This design comes from an exercise in tuning for small area, a short achievable clock period and few clock cycles on the open sky130 flow, not from production work.
No functional check of the RTL was part of any run shown here.
Power and IR drop assume default switching activity.

$ cat design/flow/config.mk
export PLATFORM = sky130hd
export DESIGN_NAME = chris_slave
export DESIGN_NICKNAME = chris_slave
export VERILOG_FILES = /design/flow/design.v
export SDC_FILE = /design/flow/constraint.sdc
export NUM_CORES = 4
export LEC_CHECK = 0
export CAP_MARGIN = 20
export CORE_MARGIN = 2
export CORE_UTILIZATION = 55
export CTS_BUF_LIST = sky130_fd_sc_hd__clkbuf_8 sky130_fd_sc_hd__clkbuf_16
export CTS_CLUSTER_DIAMETER = 80
export CTS_CLUSTER_SIZE = 24
export SETUP_SLACK_MARGIN = 3.4
export SLEW_MARGIN = 20
$ cat design/flow/constraint.sdc
create_clock -name core_clock -period 6.0 [get_ports {clock_clk}]
set_input_delay 1.2000 -clock core_clock [delete_from_list [all_inputs] [get_ports {clock_clk}]]
set_output_delay 1.2000 -clock core_clock [all_outputs]
set_load 0.01 [all_outputs]
$ cat design/flow/design.v
module convolution_core (
input clk,
input reset,
input [31:0] t1,
input [31:0] t2,
input [31:0] t3,
input [31:0] t4,
input [2:0] k,
output [31:0] ret
);
	reg [31:0] acc_s, acc_c;
	wire [31:0] g0 = acc_s & acc_c;
	wire [31:0] p0 = acc_s ^ acc_c;
	wire [31:0] g1, p1, g2, p2, g3, p3, g4, p4, g5, p5;
	genvar i;
	generate for (i = 0; i < 32; i = i + 1) begin : pfx
		if (i % 2 == 1) begin
			assign g1[i] = g0[i] | p0[i] & g0[i-1];
			assign p1[i] = p0[i] & p0[i-1];
		end else begin
			assign g1[i] = g0[i]; assign p1[i] = p0[i];
		end
		if (i % 4 >= 2) begin
			assign g2[i] = g1[i] | p1[i] & g1[(i/4)*4+1];
			assign p2[i] = p1[i] & p1[(i/4)*4+1];
		end else begin
			assign g2[i] = g1[i]; assign p2[i] = p1[i];
		end
		if (i % 8 >= 4) begin
			assign g3[i] = g2[i] | p2[i] & g2[(i/8)*8+3];
			assign p3[i] = p2[i] & p2[(i/8)*8+3];
		end else begin
			assign g3[i] = g2[i]; assign p3[i] = p2[i];
		end
		if (i % 16 >= 8) begin
			assign g4[i] = g3[i] | p3[i] & g3[(i/16)*16+7];
			assign p4[i] = p3[i] & p3[(i/16)*16+7];
		end else begin
			assign g4[i] = g3[i]; assign p4[i] = p3[i];
		end
		if (i >= 16) begin
			assign g5[i] = g4[i] | p4[i] & g4[15];
		end else begin
			assign g5[i] = g4[i];
		end
	end endgenerate
	assign ret = p0 ^ {g5[30:0], 1'b0};
	wire [31:0] xs = acc_s;
	wire [31:0] xc = acc_c;
	wire [31:0] sa = xs ^ xc ^ t1;
	wire [31:0] ca = {(xs[30:0] & xc[30:0]) | (xs[30:0] & t1[30:0]) | (xc[30:0] & t1[30:0]), k[0]};
	wire [31:0] sb = t2 ^ t3 ^ t4;
	wire [31:0] cb = {(t2[30:0] & t3[30:0]) | (t2[30:0] & t4[30:0]) | (t3[30:0] & t4[30:0]), k[1]};
	wire [31:0] sc = sa ^ ca ^ sb;
	wire [31:0] cc = {(sa[30:0] & ca[30:0]) | (sa[30:0] & sb[30:0]) | (ca[30:0] & sb[30:0]), k[2]};
	wire [31:0] sd = sc ^ cc ^ cb;
	wire [31:0] cd = {(sc[30:0] & cc[30:0]) | (sc[30:0] & cb[30:0]) | (cc[30:0] & cb[30:0]), 1'b0};
	always @(posedge clk) begin
		if (reset) begin
			acc_s <= 32'd0;
			acc_c <= 32'd0;
		end else begin
			acc_s <= sd;
			acc_c <= cd;
		end
	end
endmodule
`timescale 1 ps / 1 ps
module chris_slave (
		input  wire [3:0]  avs_s0_address,
		input  wire        avs_s0_read,
		output wire [31:0] avs_s0_readdata,
		input  wire        avs_s0_write,
		input  wire [31:0] avs_s0_writedata,
		output wire        avs_s0_waitrequest,
		input  wire        clock_clk,
		input  wire        reset_reset,
		output wire        LEDR
	);
	wire [3:0]  a   = avs_s0_address;
	wire [31:0] wd  = avs_s0_writedata;
	wire        rst = reset_reset;
	wire        wr  = avs_s0_write;
	wire        rd  = avs_s0_read;
	reg  [31:0] v0, v1, v2, v3, v4, v5, v6, v7, v8;
	reg  [31:0] rdata;     
	reg  [31:0] n1, n2, o2;
	reg  [2:0]  k;         
	reg  [1:0]  s1;        
	reg         pv;        
	reg         wait_q;    
	reg         wait2;     
	reg         led_q;     
	assign avs_s0_readdata    = rdata;
	assign avs_s0_waitrequest = wait_q;
	assign LEDR               = led_q;
	wire [31:0] wdm = wd & {32{~rst}};
	always @(posedge clock_clk) begin
		if (rst | (wr && a == 4'd0)) v0 <= wdm;
		if (rst | (wr && a == 4'd1)) v1 <= wdm;
		if (rst | (wr && a == 4'd2)) v2 <= wdm;
		if (rst | (wr && a == 4'd3)) v3 <= wdm;
		if (rst | (wr && a == 4'd4)) v4 <= wdm;
		if (rst | (wr && a == 4'd5)) v5 <= wdm;
		if (rst | (wr && a == 4'd6)) v6 <= wdm;
		if (rst | (wr && a == 4'd7)) v7 <= wdm;
		if (rst | (wr && a == 4'd8)) v8 <= wdm;
	end
	reg  [31:0] vmux;
	always @(*) begin
		case (a)
			4'd0: vmux = v0;
			4'd1: vmux = v1;
			4'd2: vmux = v2;
			4'd3: vmux = v3;
			4'd4: vmux = v4;
			4'd5: vmux = v5;
			4'd6: vmux = v6;
			4'd7: vmux = v7;
			default: vmux = v8;
		endcase
	end
	wire [31:0] res;
	wire [31:0] rmux = (a == 4'd9) ? res : (a > 4'd9) ? 32'hffffffff : vmux;
	function [31:0] shl;
		input [31:0] x;
		input [1:0] s;
		case (s)
			2'd0: shl = x;
			2'd1: shl = {x[30:0], 1'b0};
			2'd2: shl = {x[29:0], 2'b0};
			default: shl = {x[28:0], 3'b0};
		endcase
	endfunction
	reg [4:0] w;
	always @(*) begin
		case (a)
			4'd0: w = 5'b00_0_00;    
			4'd1: w = 5'b00_0_01;    
			4'd2: w = 5'b11_0_10;    
			4'd3: w = 5'b00_0_10;    
			4'd4: w = 5'b10_0_10;    
			4'd5: w = 5'b10_1_10;    
			4'd6: w = 5'b11_0_11;    
			4'd7: w = 5'b00_0_11;    
			default: w = 5'b10_0_11;    
		endcase
	end
	wire on  = wr && (a[3] == 1'b0 || a == 4'd8);
	wire two = on && w[4];
	wire neg = w[3];
	wire [31:0] wd2  = w[2] ? {wd[30:0], 1'b0} : wd;
	wire [31:0] old2 = w[2] ? {vmux[30:0], 1'b0} : vmux;
	always @(posedge clock_clk) begin
		rdata <= rmux;
		s1    <= w[1:0];
		n1    <= on ? shl(wd, w[1:0]) : 32'd0;
		n2    <= two ? (neg ? ~wd2 : wd2) : 32'd0;
		o2    <= two ? (neg ? old2 : ~old2) : 32'd0;
		k     <= {two & ~neg, on, two & neg};
		pv    <= on;
	end
	always @(posedge clock_clk) begin
		if (rst) begin
			wait_q <= 1'b0;
			wait2  <= 1'b0;
			led_q  <= 1'b0;
		end else begin
			if (wr && a == 4'd8) begin
				wait_q <= 1'b1;
				wait2  <= 1'b0;
				led_q  <= 1'b1;
			end else if (rd) begin
				if (wait_q) begin
					wait2 <= 1'b1;
					if (wait2) wait_q <= 1'b0;
				end else begin
					led_q <= 1'b0;
				end
			end
		end
	end
	convolution_core acc (
		.clk(clock_clk),
		.reset(rst),
		.t1(n1),
		.t2(n2),
		.t3(pv ? ~shl(rdata, s1) : 32'd0),
		.t4(o2),
		.k(k),
		.ret(res)
	);
endmodule
$ cat design/flow/run.sh
#!/bin/bash
# synth_recipe.tcl (not shown) runs the flow's synth.tcl, then flattens the netlist and writes it again
# the make line also repeats each setting of config.mk as NAME=value (left out here)
make -C /OpenROAD-flow-scripts/flow DESIGN_CONFIG=/design/flow/config.mk WORK_HOME=/design/flow/orfs CLKGATE_MAP_FILE= SYNTH_SCRIPT=/design/flow/synth_recipe.tcl finish
==> results of run 1 <==
-- power breakdown --
part           switching, mW  internal [mW]  leakage [nW]
registers              0.218           3.93          4.43
clock network           1.21          0.912         0.473
logic                   1.31          0.987          5.42
total                   2.74           5.83          10.3
-- layer usage --
metal / part of all wire / vias to the layer above
met3: 0.094 / 111
met4: 0.025 / 0
met1: 0.44 / 8107
li1: - / 7083
met2: 0.44 / 768
met5: 0 / -
-- worst max path at each step --
stage                           start  slack (ns)                       end
floorplan               s1[0]$_DFF_P_        3.12  acc.acc_s[19]$_SDFF_PP0_
finish                  s1[0]$_DFF_P_        2.98  acc.acc_s[29]$_SDFF_PP0_
detailed placement  avs_s0_address[1]        1.65         n1[12]$_SDFF_PN0_
global placement    avs_s0_address[1]        1.66         n1[12]$_SDFF_PN0_
global route            s1[0]$_DFF_P_        2.89  acc.acc_s[14]$_SDFF_PP0_
CTS                     s1[0]$_DFF_P_        2.96   acc.acc_s[2]$_SDFF_PP0_
-- cell families after synthesis --
logic type,count (synthesis),synth area share
AOI/OAI and AO/OA,380,0.109
xor gates and xnor gates,70,0.0259
adders and majority gates,158,0.124
buffers and inverters,361,0.0596
DFF,487,0.534
muxes,120,0.0573
and+or+nand+nor,407,0.0904
-- cells in the mapped netlist (35+ instances only) --
cell,instances
o21ai_0,71
xnor2_1,62
dfxtp_1,199
nand2_1,109
clkbuf_1,61
a21oi_1,83
mux2i_1,78
nor2b_1,102
fa_1,127
a22oi_1,79
inv_1,251
nor2_1,80
buf_2,35
edfxtp_1,288
-- repair_timing --
| action | in CTS | in global routing |
|---|---|---|
| buffers inserted | 39 | 11 |
| hold endpoints to repair | 0 | 0 |
| hold buffers | 0 | 0 |
| pin swaps | 61 | 49 |
| resized for setup | 196 | 85 |
| setup endpoints to repair | 517 | 227 |
| gates cloned | 12 | 6 |
-- metrics by stage --
stage                     total power [mW]  instances  area (sq um)
after floorplan                       5.55       1983         24200
after global placement                6.17       2507         25000
after detailed placement              6.21       2507         25000
after CTS                             8.45       2609         27200
after global routing                  8.99       2626         27700
final                                 8.57       2626         27700
-- worst min-delay path, cell delays in order (launching register included) --
cell,delay (ns)
dfxtp_1,0.32
o21ai_0,0.06
a21oi_1,0.06
-- area by class of cell --
class,count,share of cell area
flip-flops and latches,487,0.457
multi-input cells,1140,0.384
repair buffers,155,0.0672
inverters,252,0.0345
clock buffers,29,0.0258
well taps,539,0.0243
clock inverters,22,0.00668
repair inverters,2,0.000541
==> results.yml, run 1 <==
min_path:
  min_delay_worst_endpoint: "led_q$_SDFFE_PP0P_"
  hold_depth: 2
  hp-start: "led_q$_SDFFE_PP0P_"
  min-delay-path-class: "reg -> reg"
yosys:
  yosys_warnings: 2
  yosysUniqueCellTypes: 79
  synthArstFlopShare: 0
  synth_area_sq_mm: 0.0237
  netlist.top_cell.by_area: "edfxtp_1"
  synth-edff-count: 288
  ys_ff_latch: 487
  syn_area_per_cell_sq_um: 11.9
  yosysTopAreaCellShare: 0.365
  synthCells: 1983
  synth_area_leaders: "edfxtp_1, dfxtp_1, fa_1"
  yosysSeqAreaShare: 0.534
  synth_ff_type: "edfxtp_1"
  synth_nets: 2181
global_route:
  grt_util_all_layers: 0.320
  grt-ovfl-total: 0
  use_met1: 0.482
  grt_pass1_wl_um: 104000
  grt_pass1_vias: 15692
  grt_max_degree: 62
  busiest_layer: "met2"
  grtUsageMet3: 0.0610
  antenna_found_initial: 3
  gr-usage-met2: 0.483
floorplan:
  rows: 75
  start_util: 0.560
  die_area_sq_mm: 0.0447
  io_pins: 74
  fp.dieW_um: 211
  core_area_sq_mm: 0.0422
  chipHeight_um: 211
placement:
  dp_hpwl_um: 42900
  gp_congestion: 0.866
  portBuffers: 73
  post-place-ws_ns: 1.65
sta:
  setup_viol: 0
  finalCritPeriodShare: 0.503
  worst_hold_slack_ns: 0.482
  finalClockSkew_ns: 0.0429
  fin_crit_ns: 3.02
  max_freq_ghz: 0.331
  tightest_slew_ns: 0.818
  finalSetupTns_ns: 0
  finalHoldViolations: 0
  relSlewSlack: 0.455
  setup_ws_ns: 2.98
  rsz0062_at_grt: "true"
  drv_slew: 0
detailed_routing:
  wire_per_inst_um: 27.3
  first_pass_iters: 7
  drt-initial-drc-count: 1734
  route.detailed.drc: 0
  drt-total-wl_um: 71600
  vias_per_cell: 6.12
  vias: 16069
  drtAntennaViolNets: 0
critical_path:
  slowest_delay_ns: 0.53
  worstPathArrival_ns: 3.57
  cp_top_family: "adder cells"
  cp.required_ns: 6.55
  r2r_cells: 9
  slowest_stage: "fa_2"
  r2r_end: "acc.acc_s[29]$_SDFF_PP0_"
  worstSetupPathDepth: 9
  path_buf_inv: 3
  cp_cell_sequence: "buf_12 -> buf_12 -> mux4_2 -> nand2b_4 -> fa_1 -> fa_2 -> inv_1 -> fa_2 -> nor2b_1"
  crit_path_end_kind: "flip-flop"
  cp-start-kind: "flip-flop"
  r2r-start: "s1[0]$_DFF_P_"
  worstPathMaxFanout: 5
  reg2reg_slack_ns: 2.98
  crit_type: "reg -> reg"
job:
  max_cap_viol_count: 0
final_layout:
  diodes: 0
  seq_area_sq_mm: 0.0127
  layout_commonest_cell: "edfxtp_1"
  final_util: 0.657
  final_cell_mix: "edfxtp_1, inv_1, dfxtp_1"
  areaGrowthSynthToFinish_pct: 17.2
  fillerInstances: 3223
  nets: 2264
  drive_gt1_frac: 0.168
  multiInputGateArea_sq_mm: 0.0106
power:
  p_leak_nw: 10.3
  powerDensity_mw_per_mm2: 309
  max-vdd-ir-drop_uv: 306
outcome:
  status: "no timing/DRC/antenna violations"
clock_network:
  cts_tree: "built"
  cts_root_buf: "clkbuf_16"
  path_clk_slew_ns: 0.10
  clock_sinks: 487
  h-tree-depth: 1
  insertion_delay_ns: 0.63
  cts_buffer_depth: 3
  numCtsBuffers: 28
==> run 2: changes to the inputs <==
--- a/design/flow/design.v
+++ b/design/flow/design.v
@@ -86,7 +86,6 @@
 	reg  [31:0] rdata;     
 	reg  [31:0] n1, n2, o2;
 	reg  [2:0]  k;         
-	reg  [1:0]  s1;        
 	reg         pv;        
 	reg         wait_q;    
 	reg         wait2;     
@@ -152,8 +151,7 @@
 	wire [31:0] wd2  = w[2] ? {wd[30:0], 1'b0} : wd;
 	wire [31:0] old2 = w[2] ? {vmux[30:0], 1'b0} : vmux;
 	always @(posedge clock_clk) begin
-		rdata <= rmux;
-		s1    <= w[1:0];
+		rdata <= on ? ~shl(vmux, w[1:0]) : rmux;
 		n1    <= on ? shl(wd, w[1:0]) : 32'd0;
 		n2    <= two ? (neg ? ~wd2 : wd2) : 32'd0;
 		o2    <= two ? (neg ? old2 : ~old2) : 32'd0;
@@ -185,7 +183,7 @@
 		.reset(rst),
 		.t1(n1),
 		.t2(n2),
-		.t3(pv ? ~shl(rdata, s1) : 32'd0),
+		.t3(rdata & {32{pv}}),
 		.t4(o2),
 		.k(k),
 		.ret(res)
==> run 2 against run 1 <==
Net effect:
- largest power group unchanged
- highest routed layer unchanged
- worst setup slack gained 0.23 ns
- largest cell class unchanged
- power down 0.78%
- cell area grew 6.0%
- area after synthesis rose by 1.4%
- register-to-register slack improved by 0.23 ns
- die area rose by 1.4%
- non-clock buffer count is 92 higher
- synthesized cell count is 1.9% higher
- still clean on timing, DRC and antenna
- sequential share of layout area is 2.8 points lower
- flip-flop and latch count down 2
- hold slack worse by 0.00073 ns
- core utilization grew 2.6 points
- critical endpoint is now rdata[25]$_DFF_P_
- critical path type unchanged
==> results.yml, run 2 <==
outcome:
  status: "no timing/DRC/antenna violations"
yosys:
  netlist.top_cell.by_area: "edfxtp_1"
  synth_area_sq_mm: 0.0240
  synth_ff_type: "edfxtp_1"
  synth_nets: 2219
  yosysUniqueCellTypes: 80
  synthCells: 2021
  yosysTopAreaCellShare: 0.360
  yosysSeqAreaShare: 0.525
  synth_area_leaders: "edfxtp_1, dfxtp_1, fa_1"
  ys_ff_latch: 485
  netlist_top_cells_count: "edfxtp_1, dfxtp_1, inv_1"
  synth-edff-count: 288
  synthArstFlopShare: 0
  yosys_warnings: 2
  syn_area_per_cell_sq_um: 11.9
  yosysMostFrequentCell: "edfxtp_1"
detailed_routing:
  drtAntennaViolNets: 0
  vias: 17266
  drt-initial-drc-count: 2109
  first_pass_iters: 9
  drt-total-wl_um: 77900
  wire_per_inst_um: 27.9
  route.detailed.drc: 0
  vias_per_cell: 6.18
clock_network:
  cts_root_buf: "clkbuf_16"
  clock_sinks: 485
  path_clk_slew_ns: 0.10
  cts_tree: "built"
  h-tree-depth: 1
  numCtsBuffers: 28
  insertion_delay_ns: 0.61
  cts_buffer_depth: 3
sta:
  max_freq_ghz: 0.358
  setup_viol: 0
  finalHoldViolations: 0
  drv_slew: 0
  finalCritPeriodShare: 0.465
  rsz0062_at_grt: "true"
  relSlewSlack: 0.302
  fin_crit_ns: 2.79
  finalClockSkew_ns: 0.0228
  tightest_slew_ns: 1.04
  finalSetupTns_ns: 0
placement:
  portBuffers: 73
  dp_hpwl_um: 44900
  gp_congestion: 0.888
power:
  powerDensity_mw_per_mm2: 289
  p_leak_nw: 11.1
  total_power_mw: 8.50
  max-vdd-ir-drop_uv: 304
critical_path:
  worstPathArrival_ns: 3.29
  slowest_delay_ns: 0.35
  r2r-start: "acc.acc_s[5]$_SDFF_PP0_"
  crit_type: "reg -> reg"
  worstPathMaxFanout: 4
  cp.required_ns: 6.50
  reg2reg_slack_ns: 3.21
  slowest_stage: "dfxtp_1"
  crit_path_end_kind: "flip-flop"
  r2r_end: "rdata[25]$_DFF_P_"
  cp-start-kind: "flip-flop"
  r2r_cells: 12
  cp_cell_sequence: "ha_4 -> o211ai_1 -> buf_4 -> nor3_4 -> o2111ai_4 -> buf_12 -> a211oi_4 -> buf_6 -> nor3b_4 -> o21bai_1 -> xor2_1 -> a221o_1"
floorplan:
  start_util: 0.557
  io_pins: 74
  rows: 76
  fp.dieW_um: 213
  die_area_sq_mm: 0.0453
  core_area_sq_mm: 0.0431
  chipHeight_um: 213
global_route:
  grt_max_degree: 71
  grt_pass1_vias: 16883
  grt-ovfl-total: 0
  grt_pass1_wl_um: 110000
  grt_util_all_layers: 0.336
  antenna_found_initial: 3
final_layout:
  nets: 2381
  drive_gt1_frac: 0.213
  areaGrowthSynthToFinish_pct: 22.5
  final_cell_mix: "edfxtp_1, inv_1, dfxtp_1"
  fillerInstances: 3188
  layout_commonest_cell: "edfxtp_1"
min_path:
  hp-start: "wait2$_SDFFE_PP0P_"
  min_delay_worst_endpoint: "wait2$_SDFFE_PP0P_"
  min-delay-path-class: "reg -> reg"
  hold_depth: 2
job:
  max_cap_viol_count: 0
## run 2: worst max-delay path by stage
stage | slack, ns | endpoint | from
floorplan | 2.59 | v4[0]$_DFFE_PP_ | avs_s0_address[2]
global placement | 1.26 | rdata[8]$_DFF_P_ | avs_s0_address[0]
detailed placement | 1.34 | o2[0]$_SDFF_PN0_ | avs_s0_address[3]
CTS | 3.27 | rdata[25]$_DFF_P_ | acc.acc_c[7]$_SDFF_PP0_
global route | 3.14 | rdata[25]$_DFF_P_ | acc.acc_s[9]$_SDFF_PP0_
finish | 3.21 | rdata[25]$_DFF_P_ | acc.acc_s[5]$_SDFF_PP0_
## run 2: final cells by class
cell class | count | area [sq um] | area share
inverter | 196 | 747 | 0.0254
timing repair buffer | 247 | 2950 | 0.100
tap | 585 | 732 | 0.0249
sequential | 485 | 12600 | 0.429
antenna | 2 | 5.00 | 0.000170
multi-input combinational | 1225 | 11400 | 0.388
clock inverter | 22 | 185 | 0.00630
clock buffer | 30 | 739 | 0.0252
## run 2: kinds of logic after synthesis
group	share of synthesized area
compound gates	0.132
xor+xnor	0.0292
fa+ha+maj	0.122
buf+inv	0.0572
flops	0.525
mux	0.0442
simple gates	0.0907
## run 2: metrics by stage
step	area, sq um	worst slack, ns	instances	util	hold WS, ns
2_1_floorplan	24500	2.59	2021	-	0.437
3_3_place_gp	25400	1.26	2588	0.589	0.453
3_5_place_dp	25400	1.34	2588	0.589	0.461
4_1_cts	28200	3.27	2727	0.655	0.484
5_1_grt	29400	3.14	2790	0.682	0.505
6_report	29400	3.21	2792	0.682	0.481
## run 2: worst max-delay path: cells and delay by family (launching register included)
kind	cells	cell delay (ns)
and+or+nand+nor	2	0.36
buffers and inverters	3	0.49
DFF	1	0.35
AOI/OAI and AO/OA	5	1.03
xor gates and xnor gates	1	0.16
adders and majority gates	1	0.29
## run 2: report_power, final
part	internal, mW	switching, mW
Sequential	3.90	0.202
Clock	0.936	1.21
Combinational	1.00	1.26
Total	5.83	2.67
## run 2: timing repair
action / in CTS / in global routing
gates cloned: 18 / 11
pin swaps: 71 / 101
hold buffers: 0 / 0
gates resized for setup: 231 / 136
endpoints found under the setup margin: 522 / 165
setup buffers: 69 / 52
## run 2: routing by layer
layer | routed length [um] | GRT usage | vias up
met5 | 0 | 0 | -
met1 | 32400 | 0.481 | 8624
met4 | 2600 | 0.101 | 0
met2 | 35300 | 0.520 | 983
li1 | - | - | 7494
met3 | 7670 | 0.0671 | 165
==> run 3: changes to the inputs <==
--- a/design/flow/design.v
+++ b/design/flow/design.v
@@ -9,6 +9,7 @@
 output [31:0] ret
 );
 	reg [31:0] acc_s, acc_c;
+	reg        rst_q;
 	wire [31:0] g0 = acc_s & acc_c;
 	wire [31:0] p0 = acc_s ^ acc_c;
 	wire [31:0] g1, p1, g2, p2, g3, p3, g4, p4, g5, p5;
@@ -56,7 +57,8 @@
 	wire [31:0] sd = sc ^ cc ^ cb;
 	wire [31:0] cd = {(sc[30:0] & cc[30:0]) | (sc[30:0] & cb[30:0]) | (cc[30:0] & cb[30:0]), 1'b0};
 	always @(posedge clk) begin
-		if (reset) begin
+		rst_q <= reset;
+		if (rst_q) begin
 			acc_s <= 32'd0;
 			acc_c <= 32'd0;
 		end else begin
--- a/design/flow/config.mk
+++ b/design/flow/config.mk
@@ -5,6 +5,7 @@
 export SDC_FILE = /design/flow/constraint.sdc
 export NUM_CORES = 4
 export LEC_CHECK = 0
+export ABC_AREA = 1
 export CAP_MARGIN = 20
 export CORE_MARGIN = 2
 export CORE_UTILIZATION = 55
==> run 3 against run 2 <==
Net effect:
- die area up 5.4%
- via count up 14%
- power down 0.86%
- fmax up 7.3%
- non-clock buffer count down 98
- sequential share of layout area up 1.4 points
- synthesized cell count up 46%
- cell area down 3.1%
- flip-flop and latch count up 1
- area after synthesis up 5.5%
==> results.yml, run 3 <==
yosys:
  synth_nets: 3158
  yosys_warnings: 2
  ys_ff_latch: 486
  synth_top_family_by_area: "simple AND/OR/NAND/NOR gates"
  syn_area_per_cell_sq_um: 8.55
  synthCells: 2960
  synth_ff_type: "edfxtp_1"
  yosysTopAreaCellShare: 0.342
  synth_area_sq_mm: 0.0253
  netlist.top_cell.by_area: "edfxtp_1"
  synth-edff-count: 288
  yosysSeqAreaShare: 0.498
  muxShareOfSynthArea: 0
  synthAdderAreaFrac: 0.116
  yosysMostFrequentCell: "nand2_1"
  synth_compound_area_frac: 0.0543
  netlist_top_cells_count: "nand2_1, inv_1, nand3_1"
  synthXorXnorAreaFrac: 0.00415
  synthArstFlopShare: 0
  yosysUniqueCellTypes: 37
  synth-simple-area-share: 0.233
  synth_area_leaders: "edfxtp_1, dfxtp_1, nand2_1"
clock_network:
  insertion_delay_ns: 0.63
  path_clk_slew_ns: 0.09
  cts_buffer_depth: 3
  numCtsBuffers: 31
  clock_sinks: 486
  cts_tree: "built"
  cts_hold_buf: 0
  h-tree-depth: 1
  cts_root_buf: "clkbuf_16"
global_route:
  grt_util_all_layers: 0.315
  grt_pass1_wl_um: 113000
  grt_pass1_vias: 18921
  antenna_found_initial: 1
  grt-ovfl-total: 0
  grt_max_degree: 98
final_layout:
  final_cell_mix: "nand2_1, inv_1, nand3_1"
  fillerInstances: 3840
  diodes: 0
  nets: 3222
  drive_gt1_frac: 0.0853
  areaGrowthSynthToFinish_pct: 12.4
  layout_commonest_cell: "nand2_1"
job:
  max_cap_viol_count: 0
detailed_routing:
  vias_per_cell: 5.41
  route.detailed.drc: 0
  wire_per_inst_um: 20.4
  drt-initial-drc-count: 2016
  drt-total-wl_um: 74400
  first_pass_iters: 6
  met2_length_um: 32000
  wl_met3_um: 6680
  vias: 19745
  drtAntennaViolNets: 0
  wl_met1_um: 34100
  highest_layer: "met4"
power:
  powerDensity_mw_per_mm2: 296
  total_power_mw: 8.43
  max-vdd-ir-drop_uv: 298
  p_leak_nw: 12.9
critical_path:
  crit_path_end_kind: "flip-flop"
  cp.required_ns: 6.27
  crit_type: "in -> reg"
  worstPathArrival_ns: 2.87
  worstPathMaxFanout: 33
  cp-start-kind: "input port"
placement:
  portBuffers: 73
  gp_congestion: 0.901
  post-place-ws_ns: 1.28
  dp_hpwl_um: 50700
sta:
  finalHoldViolations: 0
  finalSetupTns_ns: 0
  tightest_slew_ns: 1.09
  setup_viol: 0
  finalCritPeriodShare: 0.434
  worst_hold_slack_ns: 0.498
  fin_crit_ns: 2.60
  setup_ws_ns: 3.40
  relSlewSlack: 0.268
  drv_slew: 0
  max_freq_ghz: 0.384
  finalClockSkew_ns: 0.0272
  rsz0062_at_grt: "true"
floorplan:
  rows: 78
  chipHeight_um: 219
  core_area_sq_mm: 0.0454
  fp.dieW_um: 219
  die_area_sq_mm: 0.0478
  io_pins: 74
  start_util: 0.558
outcome:
  status: "no timing/DRC/antenna violations"
min_path:
  min-delay-path-class: "reg -> reg"
## run 3: changes by cell type after synthesis, moves of 67 or more
cell	delta
a22oi_1	-70
nand3_1	+287
inv_1	+301
xnor2_1	-67
nor2b_1	-97
mux2i_1	-77
nor2_1	+89
nand2_1	+724
## run 3: repair_timing
item                       in CTS  in global routing
cloned                          3                  1
pin swaps                       6                  4
buffers inserted               20                 15
gates resized for setup       101                 32
setup endpoints to repair     456                115
## run 3: area by class of cell
class	instances	area, sq um	area share
Sequential cell	486	12600	0.444
Multi-Input combinational cell	1851	10600	0.372
Inverter	502	1960	0.0690
Timing Repair Buffer	149	1440	0.0505
Clock buffer	31	776	0.0272
Tap cell	600	751	0.0264
Clock inverter	27	298	0.0105
Timing Repair inverter	3	22.5	0.000791
## run 3: cell families (layout without fill, tap and decap cells)
logic type	Yosys count	after routing
buffers and inverters	624	712
flip-flops	486	486
adder cells (fa/ha/maj)	158	158
AO/OA/AOI/OAI	259	259
AND/OR/NAND/NOR	1421	1422
XOR/XNOR	12	12
## run 3: power breakdown
part / switching, mW / total (mW) / internal [mW]
Clock: 1.29 / 2.35 / 1.06
Combinational: 1.28 / 2.00 / 0.723
Sequential: 0.175 / 4.08 / 3.90
Total: 2.74 / 8.43 / 5.68
## run 3: worst paths after layout
path | startpoint | end | slack [ns] | depth (start not counted)
max | avs_s0_write | v8[16]$_DFFE_PP_ | 3.40 | 6
min reg2reg | wait_q$_SDFFE_PP0P_ | wait_q$_SDFFE_PP0P_ | 0.50 | 2
max reg2reg | k[1]$_DFF_P_ | acc.acc_s[11]$_SDFF_PP0_ | 3.52 | 10
min | wait_q$_SDFFE_PP0P_ | wait_q$_SDFFE_PP0P_ | 0.50 | 2
## run 3: critical path: stages
cell	delay, ns
clkdlybuf4s18_2	0.55
clkinvlp_4	0.20
buf_4	0.22
nor2_1	0.14
inv_1	0.19
nand2_8	0.36
## run 3: metrics by stage
stage | utilization | cells | cell area (sq um)
finish | 0.627 | 3649 | 28500
global route | 0.627 | 3649 | 28500
CTS | 0.622 | 3633 | 28200
detailed placement | 0.592 | 3552 | 26900
global placement | 0.592 | 3552 | 26900
floorplan | - | 2960 | 25600
## run 3: per-layer routing
metal	up-vias	global-route usage
li1	9402	-
met1	9381	0.483
met2	854	0.468
met3	108	0.0483
met4	0	0.0812
met5	-	0
==> run 4: changes to the inputs <==
--- a/design/flow/config.mk
+++ b/design/flow/config.mk
@@ -12,5 +12,5 @@
 export CTS_BUF_LIST = sky130_fd_sc_hd__clkbuf_8 sky130_fd_sc_hd__clkbuf_16
 export CTS_CLUSTER_DIAMETER = 80
 export CTS_CLUSTER_SIZE = 24
-export SETUP_SLACK_MARGIN = 3.4
+export SETUP_SLACK_MARGIN = 3.6
 export SLEW_MARGIN = 20
==> run 4 against run 3 <==
Net effect:
- critical path depth up 5
- synthesized cell count unchanged
- global-route usage up 0.28 points
- highest routed layer unchanged
- critical path type is now reg -> reg
- worst setup slack better by 0.057 ns
- flip-flop and latch count unchanged
- wire length up 3.4%
- still clean
- first-iteration DRC count up 31%
- power up 4.1%
- hold slack worse by 0.011 ns
- sequential share of layout area down 2.2 points
==> results.yml, run 4 <==
job:
  max_cap_viol_count: 0
sta:
  relSlewSlack: 0.379
  worst_hold_slack_ns: 0.487
  max_freq_ghz: 0.393
  drv_slew: 0
  setup_ws_ns: 3.46
  setup_viol: 0
  tightest_slew_ns: 0.928
  finalSetupTns_ns: 0
  finalClockSkew_ns: 0.0479
  rsz0062_at_grt: "true"
  finalHoldViolations: 0
  fin_crit_ns: 2.54
  finalCritPeriodShare: 0.424
critical_path:
  cp_cell_sequence: "buf_6 -> buf_12 -> nand2_4 -> inv_2 -> fa_2 -> inv_2 -> fa_1 -> inv_1 -> fa_2 -> inv_1 -> nor2_1"
  crit_type: "reg -> reg"
  path_buf_inv: 6
  r2r_cells: 11
  timing.critical_path.from: "k[1]$_DFF_P_"
  r2r_end: "acc.acc_s[7]$_SDFF_PP0_"
  cp-endpoint: "acc.acc_s[7]$_SDFF_PP0_"
  cp.required_ns: 6.51
  slowest_delay_ns: 0.56
  reg2reg_slack_ns: 3.46
  crit_path_end_kind: "flip-flop"
  r2r-start: "k[1]$_DFF_P_"
  cp-start-kind: "flip-flop"
  worstPathArrival_ns: 3.06
  worstPathMaxFanout: 6
  worstSetupPathDepth: 11
  cp_top_family: "adder cells"
  slowest_stage: "fa_2"
floorplan:
  start_util: 0.558
  io_pins: 74
  core_area_sq_mm: 0.0454
  chipHeight_um: 219
  rows: 78
  fp.dieW_um: 219
  die_area_sq_mm: 0.0478
power:
  powerDensity_mw_per_mm2: 292
  p_leak_nw: 13.4
  total_power_mw: 8.77
  max-vdd-ir-drop_uv: 333
min_path:
  min-delay-path-class: "reg -> reg"
  hp-start: "wait_q$_SDFFE_PP0P_"
clock_network:
  path_clk_slew_ns: 0.09
  cts_buffer_depth: 3
  insertion_delay_ns: 0.59
  clock_sinks: 486
  numCtsBuffers: 34
  cts_hold_buf: 0
  cts_tree: "built"
  h-tree-depth: 2
  cts_root_buf: "clkbuf_16"
yosys:
  syn_area_per_cell_sq_um: 8.55
  synthCells: 2960
  netlist_top_cells_count: "nand2_1, inv_1, nand3_1"
  ys_ff_latch: 486
  yosysTopAreaCellShare: 0.342
  yosys_warnings: 2
  yosysUniqueCellTypes: 37
  netlist.top_cell.by_area: "edfxtp_1"
  synth_ff_type: "edfxtp_1"
  synth_nets: 3158
  synth_area_leaders: "edfxtp_1, dfxtp_1, nand2_1"
  synth-edff-count: 288
  yosysSeqAreaShare: 0.498
  yosysMostFrequentCell: "nand2_1"
  synthArstFlopShare: 0
  synth_area_sq_mm: 0.0253
global_route:
  gr-usage-met2: 0.441
  grtUsageMet3: 0.0571
  use_met1: 0.509
  antenna_found_initial: 0
  grt-ovfl-total: 0
  grt_pass1_vias: 18748
  grt_util_all_layers: 0.318
  grt_max_degree: 97
  grt_pass1_wl_um: 114000
  busiest_layer: "met1"
detailed_routing:
  vias_per_cell: 5.51
  drt-initial-drc-count: 2641
  drt-total-wl_um: 77000
  vias: 20319
  drtAntennaViolNets: 0
  wire_per_inst_um: 20.9
  route.detailed.drc: 0
  first_pass_iters: 8
placement:
  post-place-ws_ns: 1.29
  dp_hpwl_um: 50300
  portBuffers: 73
  gp_congestion: 0.882
outcome:
  status: "no timing/DRC/antenna violations"
final_layout:
  areaGrowthSynthToFinish_pct: 18.6
  final_cell_mix: "nand2_1, inv_1, edfxtp_1"
  drive_gt1_frac: 0.183
  layout_commonest_cell: "nand2_1"
  diodes: 0
  nets: 3265
-- run 4: routing by layer --
| metal | share of wire | vias to the layer above |
|---|---|---|
| li1 | - | 9492 |
| met1 | 0.46 | 9562 |
| met2 | 0.41 | 1119 |
| met3 | 0.11 | 146 |
| met4 | 0.029 | 0 |
| met5 | 0 | - |
-- run 4: worst min path at each step --
| stage | endpoint | slack, ns | cells after the start |
|---|---|---|---|
| 5_1_grt | wait_q$_SDFFE_PP0P_ | 0.52 | 2 |
| 2_1_floorplan | wait2$_SDFFE_PP0P_ | 0.45 | 2 |
| 3_5_place_dp | led_q$_SDFFE_PP0P_ | 0.48 | 2 |
| 6_report | wait_q$_SDFFE_PP0P_ | 0.49 | 2 |
| 3_3_place_gp | led_q$_SDFFE_PP0P_ | 0.46 | 2 |
| 4_1_cts | wait_q$_SDFFE_PP0P_ | 0.49 | 2 |
-- run 4: kinds of logic after synthesis --
kind of cell | synth area share
compound gates | 0.0543
xor+xnor | 0.00415
fa+ha+maj | 0.116
buf+inv | 0.0945
flops | 0.498
simple gates | 0.233
-- run 4: area by class of cell --
type | count | area [sq um]
clock buffer | 38 | 940
tap | 600 | 751
timing repair inverter | 3 | 25.0
clock inverter | 21 | 228
inverter | 502 | 1950
multi-input combinational | 1855 | 11300
timing repair buffer | 185 | 2150
sequential | 486 | 12700
fill | 3697 | 15300
-- run 4: what timing repair did --
action,CTS,global route
gates cloned,15,9
pin swaps,31,66
gates resized for setup,270,251
setup endpoints to repair,503,395
buffers inserted,41,25
-- run 4: worst register-to-register path, cell delays in order (launching register included) --
cell	delay (ns)
dfxtp_4	0.39
buf_6	0.13
buf_12	0.15
nand2_4	0.06
inv_2	0.03
fa_2	0.56
inv_2	0.05
fa_1	0.48
inv_1	0.05
fa_2	0.51
inv_1	0.03
nor2_1	0.07
-- run 4: where the power goes --
part	total, mW	internal [mW]	switching [mW]
registers	4.08	3.90	0.176
logic	2.21	0.828	1.38
clock network	2.49	1.19	1.30
-- run 4: per-stage QoR --
step | area, sq um | util | instances
2_1_floorplan | 25700 | - | 2960
3_3_place_gp | 26800 | 0.590 | 3541
3_5_place_dp | 26800 | 0.590 | 3541
4_1_cts | 29100 | 0.641 | 3656
5_1_grt | 30000 | 0.662 | 3690
6_report | 30000 | 0.662 | 3690
==> run 5: changes to the inputs <==
--- a/design/flow/design.v
+++ b/design/flow/design.v
@@ -9,7 +9,6 @@
 output [31:0] ret
 );
 	reg [31:0] acc_s, acc_c;
-	reg        rst_q;
 	wire [31:0] g0 = acc_s & acc_c;
 	wire [31:0] p0 = acc_s ^ acc_c;
 	wire [31:0] g1, p1, g2, p2, g3, p3, g4, p4, g5, p5;
@@ -57,8 +56,7 @@
 	wire [31:0] sd = sc ^ cc ^ cb;
 	wire [31:0] cd = {(sc[30:0] & cc[30:0]) | (sc[30:0] & cb[30:0]) | (cc[30:0] & cb[30:0]), 1'b0};
 	always @(posedge clk) begin
-		rst_q <= reset;
-		if (rst_q) begin
+		if (reset) begin
 			acc_s <= 32'd0;
 			acc_c <= 32'd0;
 		end else begin
@@ -86,8 +84,9 @@
 	wire        rd  = avs_s0_read;
 	reg  [31:0] v0, v1, v2, v3, v4, v5, v6, v7, v8;
 	reg  [31:0] rdata;     
-	reg  [31:0] n1, n2, o2;
+	reg  [31:0] n1, n2;
 	reg  [2:0]  k;         
+	reg  [4:0]  wq;        
 	reg         pv;        
 	reg         wait_q;    
 	reg         wait2;     
@@ -151,12 +150,11 @@
 	wire two = on && w[4];
 	wire neg = w[3];
 	wire [31:0] wd2  = w[2] ? {wd[30:0], 1'b0} : wd;
-	wire [31:0] old2 = w[2] ? {vmux[30:0], 1'b0} : vmux;
 	always @(posedge clock_clk) begin
-		rdata <= on ? ~shl(vmux, w[1:0]) : rmux;
+		rdata <= rmux;
+		wq    <= {two, w[3:0]};
 		n1    <= on ? shl(wd, w[1:0]) : 32'd0;
 		n2    <= two ? (neg ? ~wd2 : wd2) : 32'd0;
-		o2    <= two ? (neg ? old2 : ~old2) : 32'd0;
 		k     <= {two & ~neg, on, two & neg};
 		pv    <= on;
 	end
@@ -180,13 +178,14 @@
 			end
 		end
 	end
+	wire [31:0] old2 = wq[2] ? {rdata[30:0], 1'b0} : rdata;
 	convolution_core acc (
 		.clk(clock_clk),
 		.reset(rst),
 		.t1(n1),
 		.t2(n2),
-		.t3(rdata & {32{pv}}),
-		.t4(o2),
+		.t3(pv ? ~shl(rdata, wq[1:0]) : 32'd0),
+		.t4(wq[4] ? (wq[3] ? old2 : ~old2) : 32'd0),
 		.k(k),
 		.ret(res)
 	);
--- a/design/flow/config.mk
+++ b/design/flow/config.mk
@@ -5,12 +5,11 @@
 export SDC_FILE = /design/flow/constraint.sdc
 export NUM_CORES = 4
 export LEC_CHECK = 0
-export ABC_AREA = 1
 export CAP_MARGIN = 20
 export CORE_MARGIN = 2
 export CORE_UTILIZATION = 55
 export CTS_BUF_LIST = sky130_fd_sc_hd__clkbuf_8 sky130_fd_sc_hd__clkbuf_16
 export CTS_CLUSTER_DIAMETER = 80
 export CTS_CLUSTER_SIZE = 24
-export SETUP_SLACK_MARGIN = 3.6
+export SETUP_SLACK_MARGIN = 3.4
 export SLEW_MARGIN = 20
==> run 5 against run 4 <==
Net effect:
- flip-flop and latch count shrank 28
- core utilization shrank 2.1 points
- fmax shrank 17%
- non-clock buffer count shrank 49
- cell count shrank 34%
- cell area shrank 13%
- hold slack gained 0.0053 ns
- register-to-register slack lost 0.52 ns
- die area shrank 10%
- combinational power shrank 11%
- highest routed layer unchanged
- sequential power shrank 3%
- sequential share of layout area grew 4.4 points
- largest cell class unchanged
==> results.yml, run 5 <==
power:
  power_frac_clock: 0.262
  power.internal_mw: 5.55
  powerDensity_mw_per_mm2: 306
  switching_share: 0.307
  pwr-share-seq: 0.492
  p_leak_nw: 9.67
  max-vdd-ir-drop_uv: 231
  combinationalPowerShare: 0.246
  p_switching_mw: 2.46
clock_network:
  cts_buffer_depth: 3
  path_clk_slew_ns: 0.09
  clock_sinks: 458
  numCtsBuffers: 27
  insertion_delay_ns: 0.60
  h-tree-depth: 1
  cts_root_buf: "clkbuf_16"
  cts_tree: "built"
yosys:
  ys_ff_latch: 458
  synthAdderAreaFrac: 0.129
  synth_area_sq_mm: 0.0227
  synth_compound_area_frac: 0.105
  synth_nets: 2028
  yosys_warnings: 2
  synth-edff-count: 288
  synth-simple-area-share: 0.0771
  synthCells: 1830
  yosysTopAreaCellShare: 0.381
  synthXorXnorAreaFrac: 0.0351
  netlist.top_cell.by_area: "edfxtp_1"
  netlist_top_cells_count: "edfxtp_1, inv_1, dfxtp_1"
  yosysMostFrequentCell: "edfxtp_1"
  muxShareOfSynthArea: 0.0719
  synth_area_leaders: "edfxtp_1, dfxtp_1, fa_1"
  yosysUniqueCellTypes: 69
  synth_top_family_by_area: "adder cells"
  synth_ff_type: "edfxtp_1"
  syn_area_per_cell_sq_um: 12.4
  synthArstFlopShare: 0
  yosysSeqAreaShare: 0.531
floorplan:
  io_pins: 74
  start_util: 0.556
  chipHeight_um: 207
  fp.dieW_um: 207
  die_area_sq_mm: 0.0429
  rows: 74
  core_area_sq_mm: 0.0408
placement:
  portBuffers: 73
  dp_hpwl_um: 37100
  gp_congestion: 0.798
critical_path:
  slowest_stage: "mux4_2"
  cp-start-kind: "flip-flop"
  crit_path_end_kind: "flip-flop"
  path_common_cell: "fa_1"
  crit_type: "reg -> reg"
  worstPathMaxFanout: 4
  cp_cell_sequence: "buf_12 -> buf_16 -> mux4_2 -> nor2_2 -> fa_1 -> inv_1 -> fa_1 -> inv_2 -> fa_2 -> nor2b_1"
  slowest_delay_ns: 0.50
  cp.required_ns: 6.45
  path_buf_inv: 4
  cp_top_family: "adder cells"
  worstPathArrival_ns: 3.51
sta:
  finalSetupTns_ns: 0
  drv_slew: 0
  finalHoldViolations: 0
  max_freq_ghz: 0.327
  tightest_slew_ns: 0.878
  finalClockSkew_ns: 0.0343
  relSlewSlack: 0.414
  fin_crit_ns: 3.06
  rsz0062_at_grt: "true"
  setup_viol: 0
  finalCritPeriodShare: 0.510
final_layout:
  drive_gt1_frac: 0.186
  nets: 2093
  multiInputGateArea_sq_mm: 0.0102
  fillerInstances: 3169
  diodes: 0
  areaGrowthSynthToFinish_pct: 15.2
  seq_area_sq_mm: 0.0122
  final_util: 0.641
  layout_commonest_cell: "edfxtp_1"
  final_cell_mix: "edfxtp_1, inv_1, dfxtp_1"
detailed_routing:
  drt-initial-drc-count: 1647
  wire_per_inst_um: 26.5
  vias: 14891
  drt-total-wl_um: 64900
  route.detailed.drc: 0
  drtAntennaViolNets: 0
  first_pass_iters: 7
  vias_per_cell: 6.09
global_route:
  grt_pass1_wl_um: 96700
  grt_util_all_layers: 0.301
  grt-ovfl-total: 0
  grt_pass1_vias: 15004
  grt_max_degree: 63
  antenna_found_initial: 1
job:
  max_cap_viol_count: 0
outcome:
  status: "no timing/DRC/antenna violations"
min_path:
  min-delay-path-class: "reg -> reg"
run 5: cell count changes in the layout (fill, tap and decap cells not counted), sizes merged, moves of 44 or more:
cell / previous run / this run
nand2: 819 / 59
inv: 506 / 204
nand3: 297 / 32
nor2: 235 / 91
nor2b: 0 / 96
mux2i: 0 / 71
or2: 64 / 1
a22oi: 0 / 59
o21ai: 100 / 46
buf: 111 / 62
xnor2: 6 / 50
run 5: cell families after synthesis:
logic type | count (synthesis)
flip-flops | 458
AND/OR/NAND/NOR | 339
adder cells (fa/ha/maj) | 158
buffers and inverters | 298
XOR/XNOR | 91
multiplexers | 126
AO/OA/AOI/OAI | 360
run 5: worst paths after layout:
check / startpoint / end / slack, ns / cells after the start
worst max-delay path: wq[0]$_DFF_P_ / acc.acc_s[15]$_SDFF_PP0_ / 2.94 / 10
worst min-delay path: wait2$_SDFFE_PP0P_ / wait2$_SDFFE_PP0P_ / 0.49 / 2
worst max register to register: wq[0]$_DFF_P_ / acc.acc_s[15]$_SDFF_PP0_ / 2.94 / 10
worst min register to register: wait2$_SDFFE_PP0P_ / wait2$_SDFFE_PP0P_ / 0.49 / 2
run 5: cell type report:
class                           count  area share
Clock inverter                     21     0.00860
Sequential cell                   458       0.465
Inverter                          192      0.0278
Clock buffer                       28      0.0263
Multi-Input combinational cell   1080       0.388
Timing Repair Buffer              136      0.0580
Tap cell                          532      0.0254
run 5: timing repair:
| item | 4_1_cts | 5_1_grt |
|---|---|---|
| setup endpoints to repair | 485 | 279 |
| hold buffers | 0 | 0 |
| gates resized for setup | 194 | 88 |
| pin swaps | 20 | 30 |
| endpoints found under the hold margin | 0 | 0 |
| buffers inserted | 27 | 4 |
| cloned | 11 | 2 |
run 5: through the flow:
stage / area (sq um) / worst slack, ns / instances / hold slack (ns) / power [mW]
2_1_floorplan: 23000 / 3.17 / 1830 / 0.432 / 5.23
3_3_place_gp: 24000 / 1.72 / 2354 / 0.458 / 5.77
3_5_place_dp: 24000 / 1.63 / 2354 / 0.472 / 5.80
4_1_cts: 25800 / 2.95 / 2441 / 0.491 / 7.97
5_1_grt: 26200 / 2.83 / 2447 / 0.535 / 8.44
6_report: 26200 / 2.94 / 2447 / 0.492 / 8.01
run 5: tightest hold or removal path: stages (launching register included):
cell and delay [ns]:
dfxtp_1 0.35, a21oi_1 0.05, nor2_1 0.07
run 5: metal layers:
layer  wire length (um)  up-vias  global-route usage  share of wire
met2              29300      657               0.459           0.45
met4               1640        0              0.0744          0.025
li1                   -     6575                   -              -
met3               5900       83              0.0694          0.091
met5                  0        -                   0              0
met1              28100     7576               0.441           0.43
run 5: power groups by stage:
stage	Combinational [mW]	Clock [mW]	Sequential [mW]
after global placement	1.78	0	3.99
after global routing	2.24	2.21	3.98
after detailed placement	1.81	0	3.99
after floorplan	1.33	0	3.91
after CTS	1.91	2.13	3.93
final	1.97	2.10	3.94
==> run 6: changes to the inputs <==
--- a/design/flow/design.v
+++ b/design/flow/design.v
@@ -9,6 +9,7 @@
 output [31:0] ret
 );
 	reg [31:0] acc_s, acc_c;
+	reg        rst_q;
 	wire [31:0] g0 = acc_s & acc_c;
 	wire [31:0] p0 = acc_s ^ acc_c;
 	wire [31:0] g1, p1, g2, p2, g3, p3, g4, p4, g5, p5;
@@ -45,8 +46,8 @@
 		end
 	end endgenerate
 	assign ret = p0 ^ {g5[30:0], 1'b0};
-	wire [31:0] xs = acc_s;
-	wire [31:0] xc = acc_c;
+	wire [31:0] xs = acc_s & {32{~rst_q}};
+	wire [31:0] xc = acc_c & {32{~rst_q}};
 	wire [31:0] sa = xs ^ xc ^ t1;
 	wire [31:0] ca = {(xs[30:0] & xc[30:0]) | (xs[30:0] & t1[30:0]) | (xc[30:0] & t1[30:0]), k[0]};
 	wire [31:0] sb = t2 ^ t3 ^ t4;
@@ -56,13 +57,9 @@
 	wire [31:0] sd = sc ^ cc ^ cb;
 	wire [31:0] cd = {(sc[30:0] & cc[30:0]) | (sc[30:0] & cb[30:0]) | (cc[30:0] & cb[30:0]), 1'b0};
 	always @(posedge clk) begin
-		if (reset) begin
-			acc_s <= 32'd0;
-			acc_c <= 32'd0;
-		end else begin
-			acc_s <= sd;
-			acc_c <= cd;
-		end
+		rst_q <= reset;
+		acc_s <= sd;
+		acc_c <= cd;
 	end
 endmodule
 `timescale 1 ps / 1 ps
--- a/design/flow/config.mk
+++ b/design/flow/config.mk
@@ -5,11 +5,12 @@
 export SDC_FILE = /design/flow/constraint.sdc
 export NUM_CORES = 4
 export LEC_CHECK = 0
+export ABC_AREA = 1
 export CAP_MARGIN = 20
 export CORE_MARGIN = 2
 export CORE_UTILIZATION = 55
 export CTS_BUF_LIST = sky130_fd_sc_hd__clkbuf_8 sky130_fd_sc_hd__clkbuf_16
 export CTS_CLUSTER_DIAMETER = 80
 export CTS_CLUSTER_SIZE = 24
-export SETUP_SLACK_MARGIN = 3.4
+export SETUP_SLACK_MARGIN = 3.6
 export SLEW_MARGIN = 20
==> run 6 against run 5 <==
Net effect:
- still clean
- global-route usage grew 2.9 points
- non-clock buffer count grew 58
- area after synthesis shrank 0.44%
- critical endpoint is now acc.acc_s[15]$_DFF_P_
- largest cell class unchanged
==> results.yml, run 6 <==
critical_path:
  slowest_delay_ns: 0.55
  r2r_end: "acc.acc_s[15]$_DFF_P_"
  reg2reg_slack_ns: 3.17
  r2r_cells: 9
  cp.required_ns: 6.47
  slowest_stage: "fa_2"
  crit_path_end_kind: "flip-flop"
  crit_type: "reg -> reg"
  cp-start-kind: "flip-flop"
  worstPathArrival_ns: 3.31
  worstPathMaxFanout: 6
  cp_cell_sequence: "buf_12 -> nand2_8 -> buf_12 -> buf_16 -> o22ai_4 -> a2111oi_4 -> fa_1 -> fa_2 -> fa_2"
  r2r-start: "wq[0]$_DFF_P_"
detailed_routing:
  route.detailed.drc: 0
  drtAntennaViolNets: 0
  drt-initial-drc-count: 1783
  first_pass_iters: 6
  drt-total-wl_um: 70800
  vias_per_cell: 5.80
  wire_per_inst_um: 23.8
  vias: 17274
clock_network:
  path_clk_slew_ns: 0.09
  clock_sinks: 459
  insertion_delay_ns: 0.62
  cts_hold_buf: 0
  cts_root_buf: "clkbuf_16"
  cts_buffer_depth: 3
  numCtsBuffers: 26
  h-tree-depth: 1
  cts_tree: "built"
power:
  power.internal_mw: 5.57
  switching_share: 0.333
  p_switching_mw: 2.79
  pwr-share-seq: 0.484
  combinationalPowerShare: 0.281
  powerDensity_mw_per_mm2: 305
  power_frac_clock: 0.235
  max-vdd-ir-drop_uv: 236
  p_leak_nw: 11.0
final_layout:
  final_cell_mix: "nand2_1, edfxtp_1, nor2_1"
  drive_gt1_frac: 0.172
  layout_commonest_cell: "nand2_1"
  nets: 2620
  fillerInstances: 3139
  areaGrowthSynthToFinish_pct: 21.4
  final_cells: 2976
global_route:
  grt-ovfl-total: 0
  grt_max_degree: 67
  grt_util_all_layers: 0.330
  grt_pass1_wl_um: 103000
  grt_pass1_vias: 16362
  antenna_found_initial: 2
floorplan:
  chipHeight_um: 207
  core_area_sq_mm: 0.0407
  rows: 74
  fp.dieW_um: 207
  io_pins: 74
  die_area_sq_mm: 0.0428
  start_util: 0.555
sta:
  finalClockSkew_ns: 0.0367
  finalSetupTns_ns: 0
  finalHoldViolations: 0
  drv_slew: 0
  setup_viol: 0
  fin_crit_ns: 2.83
  finalCritPeriodShare: 0.472
  tightest_slew_ns: 0.952
  max_freq_ghz: 0.353
  relSlewSlack: 0.365
  rsz0062_at_grt: "true"
min_path:
  hold_depth: 2
  min-delay-path-class: "reg -> reg"
  hp-start: "acc.acc_s[0]$_DFF_P_"
  min_delay_worst_endpoint: "rdata[0]$_DFF_P_"
yosys:
  synth_ff_type: "edfxtp_1"
  synth-edff-count: 288
  yosys_warnings: 2
  yosysSeqAreaShare: 0.534
  synthCells: 2300
  synth_area_sq_mm: 0.0226
  yosysUniqueCellTypes: 44
  synth_area_leaders: "edfxtp_1, dfxtp_1, fa_1"
  ys_ff_latch: 459
  synthArstFlopShare: 0
  synth_nets: 2498
  yosysTopAreaCellShare: 0.382
  syn_area_per_cell_sq_um: 9.83
  netlist_top_cells_count: "nand2_1, edfxtp_1, nor2_1"
  yosysMostFrequentCell: "nand2_1"
  netlist.top_cell.by_area: "edfxtp_1"
placement:
  dp.cells: 2822
  gp_congestion: 0.907
  portBuffers: 73
  dp_hpwl_um: 43400
outcome:
  status: "no timing/DRC/antenna violations"
job:
  max_cap_viol_count: 0
==> run 6: final cells by class <==
type                            count  area [sq um]  area share
Sequential cell                   459         12200       0.445
Timing Repair inverter              4          36.3     0.00132
Inverter                          216           947      0.0345
Tap cell                          532           666      0.0243
Timing Repair Buffer              194          2140      0.0779
Clock inverter                     21           184     0.00670
Antenna cell                        2          5.00    0.000182
Multi-Input combinational cell   1521         10600       0.386
Clock buffer                       27           664      0.0242
==> run 6: how the worst max path moves through the flow <==
stage	startpoint	end	depth (start not counted)
2_1_floorplan	avs_s0_address[0]	v5[0]$_DFFE_PP_	6
3_3_place_gp	avs_s0_address[3]	rdata[2]$_DFF_P_	8
3_5_place_dp	avs_s0_address[3]	rdata[2]$_DFF_P_	8
4_1_cts	wq[1]$_DFF_P_	acc.acc_s[28]$_DFF_P_	7
5_1_grt	wq[0]$_DFF_P_	acc.acc_s[26]$_DFF_P_	8
6_report	wq[0]$_DFF_P_	acc.acc_s[15]$_DFF_P_	9
==> run 6: cell families (layout without fill, tap and decap cells) <==
logic type | Yosys count | count (layout) | synth area share
buffers and inverters | 327 | 462 | 0.0584
and+or+nand+nor | 945 | 948 | 0.168
xor gates and xnor gates | 12 | 12 | 0.00465
other | 0 | 2 | 0
DFF | 459 | 459 | 0.534
AOI/OAI and AO/OA | 399 | 403 | 0.106
adders and majority gates | 158 | 158 | 0.130
==> run 6: power groups by stage <==
stage	Sequential, mW	Combinational, mW	Clock (mW)
finish	4.04	2.35	1.97
global route	4.08	2.63	2.10
CTS	4.03	2.27	1.99
detailed placement	4.11	2.05	0
global placement	4.11	1.99	0
floorplan	4.01	1.49	0
==> run 6: per-layer routing <==
metal	wire, um	GRT usage	share of wire
met5	0	0	0
met1	30600	0.482	0.43
met2	32100	0.522	0.45
met4	1910	0.0904	0.027
met3	6210	0.0465	0.088
==> run 6: repair_timing <==
item / CTS / global route
setup endpoints to repair: 735 / 170
pin swaps: 39 / 22
buffers inserted: 77 / 11
endpoints found under the hold margin: 0 / 0
gates cloned: 9 / 7
resized for setup: 358 / 96
==> run 6: worst max-delay path, delay by kind of cell (launching register included) <==
kind,cells,cell delay [ns]
buffers and inverters,3,0.41
flip-flops,1,0.39
adder cells (fa/ha/maj),3,1.49
AND/OR/NAND/NOR,1,0.09
AO/OA/AOI/OAI,2,0.32
==> run 6: per-stage QoR <==
stage	hold WS [ns]	util	instance area (sq um)	setup WS (ns)	power (mW)
after floorplan	0.450	-	23800	3.32	5.50
after global placement	0.468	0.604	24600	1.92	6.10
after detailed placement	0.476	0.604	24600	1.85	6.16
after CTS	0.482	0.661	26900	3.20	8.29
after global routing	0.515	0.674	27400	3.13	8.81
final	0.483	0.674	27400	3.17	8.36
==> run 7: changes to the inputs <==
--- a/design/flow/design.v
+++ b/design/flow/design.v
@@ -81,9 +81,8 @@
 	wire        rd  = avs_s0_read;
 	reg  [31:0] v0, v1, v2, v3, v4, v5, v6, v7, v8;
 	reg  [31:0] rdata;     
-	reg  [31:0] n1, n2;
+	reg  [31:0] n1, n2, o2;
 	reg  [2:0]  k;         
-	reg  [4:0]  wq;        
 	reg         pv;        
 	reg         wait_q;    
 	reg         wait2;     
@@ -123,7 +122,6 @@
 		input [31:0] x;
 		input [1:0] s;
 		case (s)
-			2'd0: shl = x;
 			2'd1: shl = {x[30:0], 1'b0};
 			2'd2: shl = {x[29:0], 2'b0};
 			default: shl = {x[28:0], 3'b0};
@@ -132,9 +130,9 @@
 	reg [4:0] w;
 	always @(*) begin
 		case (a)
-			4'd0: w = 5'b00_0_00;    
+			4'd0: w = 5'b11_0_01;    
 			4'd1: w = 5'b00_0_01;    
-			4'd2: w = 5'b11_0_10;    
+			4'd2: w = 5'b10_0_01;    
 			4'd3: w = 5'b00_0_10;    
 			4'd4: w = 5'b10_0_10;    
 			4'd5: w = 5'b10_1_10;    
@@ -147,11 +145,12 @@
 	wire two = on && w[4];
 	wire neg = w[3];
 	wire [31:0] wd2  = w[2] ? {wd[30:0], 1'b0} : wd;
+	wire [31:0] old2 = w[2] ? {vmux[30:0], 1'b0} : vmux;
 	always @(posedge clock_clk) begin
-		rdata <= rmux;
-		wq    <= {two, w[3:0]};
+		rdata <= on ? ~shl(vmux, w[1:0]) : rmux;
 		n1    <= on ? shl(wd, w[1:0]) : 32'd0;
 		n2    <= two ? (neg ? ~wd2 : wd2) : 32'd0;
+		o2    <= two ? (neg ? old2 : ~old2) : 32'd0;
 		k     <= {two & ~neg, on, two & neg};
 		pv    <= on;
 	end
@@ -175,14 +174,13 @@
 			end
 		end
 	end
-	wire [31:0] old2 = wq[2] ? {rdata[30:0], 1'b0} : rdata;
 	convolution_core acc (
 		.clk(clock_clk),
 		.reset(rst),
 		.t1(n1),
 		.t2(n2),
-		.t3(pv ? ~shl(rdata, wq[1:0]) : 32'd0),
-		.t4(wq[4] ? (wq[3] ? old2 : ~old2) : 32'd0),
+		.t3(rdata & {32{pv}}),
+		.t4(o2),
 		.k(k),
 		.ret(res)
 	);
==> run 7 against run 6 <==
Net effect:
- first-iteration DRC count up 12%
- clock skew down 0.0094 ns
- wire length up 3.9%
- combinational power down 6%
- largest power group unchanged
- critical endpoint is now o2[20]$_SDFF_PN0_
- cell count up 13%
- global-route usage down 2.4 points
- core utilization down 1.5 points
- die area up 8.3%
- critical path depth up 5
- area after synthesis up 8.5%
==> results.yml, run 7 <==
detailed_routing:
  wire_per_inst_um: 21.9
  route.detailed.drc: 0
  drt-initial-drc-count: 1996
  drtAntennaViolNets: 0
  first_pass_iters: 5
  drt-total-wl_um: 73600
  vias_per_cell: 5.58
  vias: 18782
final_layout:
  final_util: 0.659
  fillerInstances: 3492
  nets: 2960
  layout_commonest_cell: "nand2_1"
  areaGrowthSynthToFinish_pct: 18.5
  drive_gt1_frac: 0.186
  final_cells: 3366
  final_cell_mix: "nand2_1, nor2_1, inv_1"
  diodes: 0
critical_path:
  r2r_cells: 6
  reg2reg_slack_ns: 3.64
  slowest_delay_ns: 0.23
  crit_type: "in -> reg"
  r2r-start: "k[1]$_DFF_P_"
  worstPathMaxFanout: 10
  crit_path_end_kind: "flip-flop"
  r2r_end: "acc.acc_s[25]$_DFF_P_"
  slowest_stage: "a21oi_2"
  worstPathArrival_ns: 2.92
  cp.required_ns: 6.53
  cp-start-kind: "input port"
  cp_cell_sequence: "buf_12 -> inv_12 -> nor2_4 -> buf_4 -> buf_4 -> nand2_8 -> buf_12 -> nor2_1 -> nor2_1 -> nand3_2 -> nand3_2 -> nand2_1 -> nand2_1 -> a21oi_2"
sta:
  max_freq_ghz: 0.418
  fin_crit_ns: 2.39
  tightest_slew_ns: 0.902
  setup_viol: 0
  finalCritPeriodShare: 0.399
  relSlewSlack: 0.396
  drv_slew: 0
  finalClockSkew_ns: 0.0273
  worst_hold_slack_ns: 0.493
  rsz0062_at_grt: "true"
  finalSetupTns_ns: 0
  finalHoldViolations: 0
clock_network:
  h-tree-depth: 1
  cts_buffer_depth: 3
  numCtsBuffers: 28
  cts_tree: "built"
  cts_root_buf: "clkbuf_16"
  insertion_delay_ns: 0.63
  clock_sinks: 485
  path_clk_slew_ns: 0.10
  cts_hold_buf: 0
placement:
  gp_congestion: 0.876
  portBuffers: 73
  dp_hpwl_um: 45400
  dp.cells: 3190
floorplan:
  die_area_sq_mm: 0.0463
  rows: 77
  io_pins: 74
  fp.dieW_um: 215
  chipHeight_um: 215
  core_area_sq_mm: 0.0441
  start_util: 0.556
yosys:
  synth_area_leaders: "edfxtp_1, dfxtp_1, fa_1"
  yosysUniqueCellTypes: 42
  synth_ff_type: "edfxtp_1"
  synthCells: 2615
  netlist_top_cells_count: "nand2_1, nor2_1, inv_1"
  yosys_warnings: 2
  syn_area_per_cell_sq_um: 9.38
  synth_area_sq_mm: 0.0245
  synth_nets: 2814
  synthArstFlopShare: 0
  synth-edff-count: 288
  ys_ff_latch: 485
  yosysMostFrequentCell: "nand2_1"
  yosysTopAreaCellShare: 0.353
  netlist.top_cell.by_area: "edfxtp_1"
  yosysSeqAreaShare: 0.513
power:
  p_leak_nw: 12.9
  power_frac_clock: 0.246
  powerDensity_mw_per_mm2: 292
  power.internal_mw: 5.71
  p_switching_mw: 2.77
  max-vdd-ir-drop_uv: 321
  switching_share: 0.326
  combinationalPowerShare: 0.262
  pwr-share-seq: 0.492
min_path:
  hp-start: "wait2$_SDFFE_PP0P_"
  hold_depth: 2
  min-delay-path-class: "reg -> reg"
  min_delay_worst_endpoint: "wait2$_SDFFE_PP0P_"
global_route:
  grt_pass1_vias: 18141
  grt-ovfl-total: 0
  grt_max_degree: 40
  antenna_found_initial: 1
  grt_pass1_wl_um: 107000
  grt_util_all_layers: 0.306
outcome:
  status: "no timing/DRC/antenna violations"
job:
  max_cap_viol_count: 0
==> run 7: stage by stage <==
stage | total power, mW | setup slack [ns] | area (sq um)
6_report | 8.48 | 3.61 | 29100
3_5_place_dp | 6.19 | 0.841 | 25900
5_1_grt | 8.92 | 3.55 | 29100
3_3_place_gp | 6.11 | 0.941 | 25900
2_1_floorplan | 5.57 | 3.22 | 25100
4_1_cts | 8.35 | 3.59 | 28000
==> run 7: cell type report <==
cell class / count / area, sq um / share of cell area
clock inverter: 15 / 170 / 0.00585
clock buffer: 28 / 701 / 0.0241
sequential: 485 / 12700 / 0.435
multi-input combinational: 1717 / 11100 / 0.381
inverter: 315 / 1280 / 0.0441
timing repair inverter: 3 / 28.8 / 0.000990
timing repair buffer: 211 / 2430 / 0.0834
tap: 592 / 741 / 0.0255
==> run 7: what timing repair did <==
item                                    in CTS  in global routing
gates resized for setup                    287                 80
hold endpoints to repair                     0                  0
cloned                                      18                 13
endpoints found under the setup margin     516                174
setup buffers                               51                 51
pin swaps                                   24                 33
==> run 7: worst max path at each step <==
| stage | startpoint | endpoint | slack (ns) | cells past startpoint |
|---|---|---|---|---|
| floorplan | avs_s0_address[2] | v5[0]$_DFFE_PP_ | 3.22 | 6 |
| global placement | avs_s0_address[3] | rdata[8]$_DFF_P_ | 0.94 | 12 |
| detailed placement | avs_s0_address[3] | rdata[12]$_DFF_P_ | 0.84 | 12 |
| CTS | avs_s0_address[2] | n1[21]$_SDFF_PN0_ | 3.59 | 13 |
| global route | avs_s0_address[2] | n1[20]$_SDFF_PN0_ | 3.55 | 13 |
| finish | avs_s0_address[2] | o2[20]$_SDFF_PN0_ | 3.61 | 14 |
==> run 7: kinds of logic after synthesis <==
kind of cell,synth area share
AOI/OAI and AO/OA,0.0525
xor gates and xnor gates,0.00464
adders and majority gates,0.120
buffers and inverters,0.0730
DFF,0.513
and+or+nand+nor,0.237
==> run 7: layer usage <==
metal / up-vias / part of all wire / track usage
met3: 119 / 0.086 / 0.0453
li1: 8739 / - / -
met5: - / 0 / 0
met1: 9077 / 0.43 / 0.452
met2: 847 / 0.46 / 0.476
met4: 0 / 0.025 / 0.0809
==> run 7: power groups by stage <==
| stage | combinational [mW] | sequential [mW] | clock, mW |
|---|---|---|---|
| floorplan | 1.40 | 4.17 | 0 |
| global placement | 1.89 | 4.22 | 0 |
| detailed placement | 1.97 | 4.23 | 0 |
| CTS | 2.08 | 4.15 | 2.11 |
| global route | 2.49 | 4.21 | 2.22 |
| finish | 2.22 | 4.17 | 2.09 |
==> run 7: worst max-delay path: cells and delay by family <==
kind,cells,cell delay (ns)
buf+inv,5,0.62
simple gates,8,0.84
compound gates,1,0.23

[re-timing with driven ports]
How much do the figures lean on ideal ports? The routed layouts below were timed once more, with nothing changed but the port constraints. Step 1 sets driving cells, clkbuf_16 on the clock port and buf_2 on the other inputs (assumed; they add their load-dependent delay and slew). Step 2 times the ports against the registers' clock, not the clock port: input delays grow and output delays shrink by t, the midpoint of the rising clock arrivals with the driver on. Three values: ideal ports, drivers, drivers and shift; two values: the first two.
| run | t, ns | setup WS [ns] | worst setup path at the end | worst register clock-pin slew, ns |
|---|---|---|---|---|
| run 1 | 0.661 | 2.982 / 2.982 / 2.722 | input to register | 0.11 / 0.11 |
| run 2 | 0.659 | 3.208 / 3.187 / 2.528 | input to register | 0.10 / 0.10 |
| run 3 | 0.677 | 3.399 / 3.407 / 2.751 | input to register | 0.10 / 0.10 |
| run 4 | 0.625 | 3.456 / 3.456 / 2.921 | input to register | 0.10 / 0.10 |
| run 5 | 0.645 | 2.938 / 2.938 / 2.787 | input to register | 0.10 / 0.10 |
| run 6 | 0.655 | 3.168 / 3.168 / 2.974 | input to register | 0.10 / 0.10 |
| run 7 | 0.672 | 3.609 / 3.548 / 2.930 | input to register | 0.10 / 0.10 |
After both steps setup and hold are still met in every run listed. The setup slack of run 2, which loses most, moves by -0.021 ns with the drivers and by -0.680 ns with both steps.
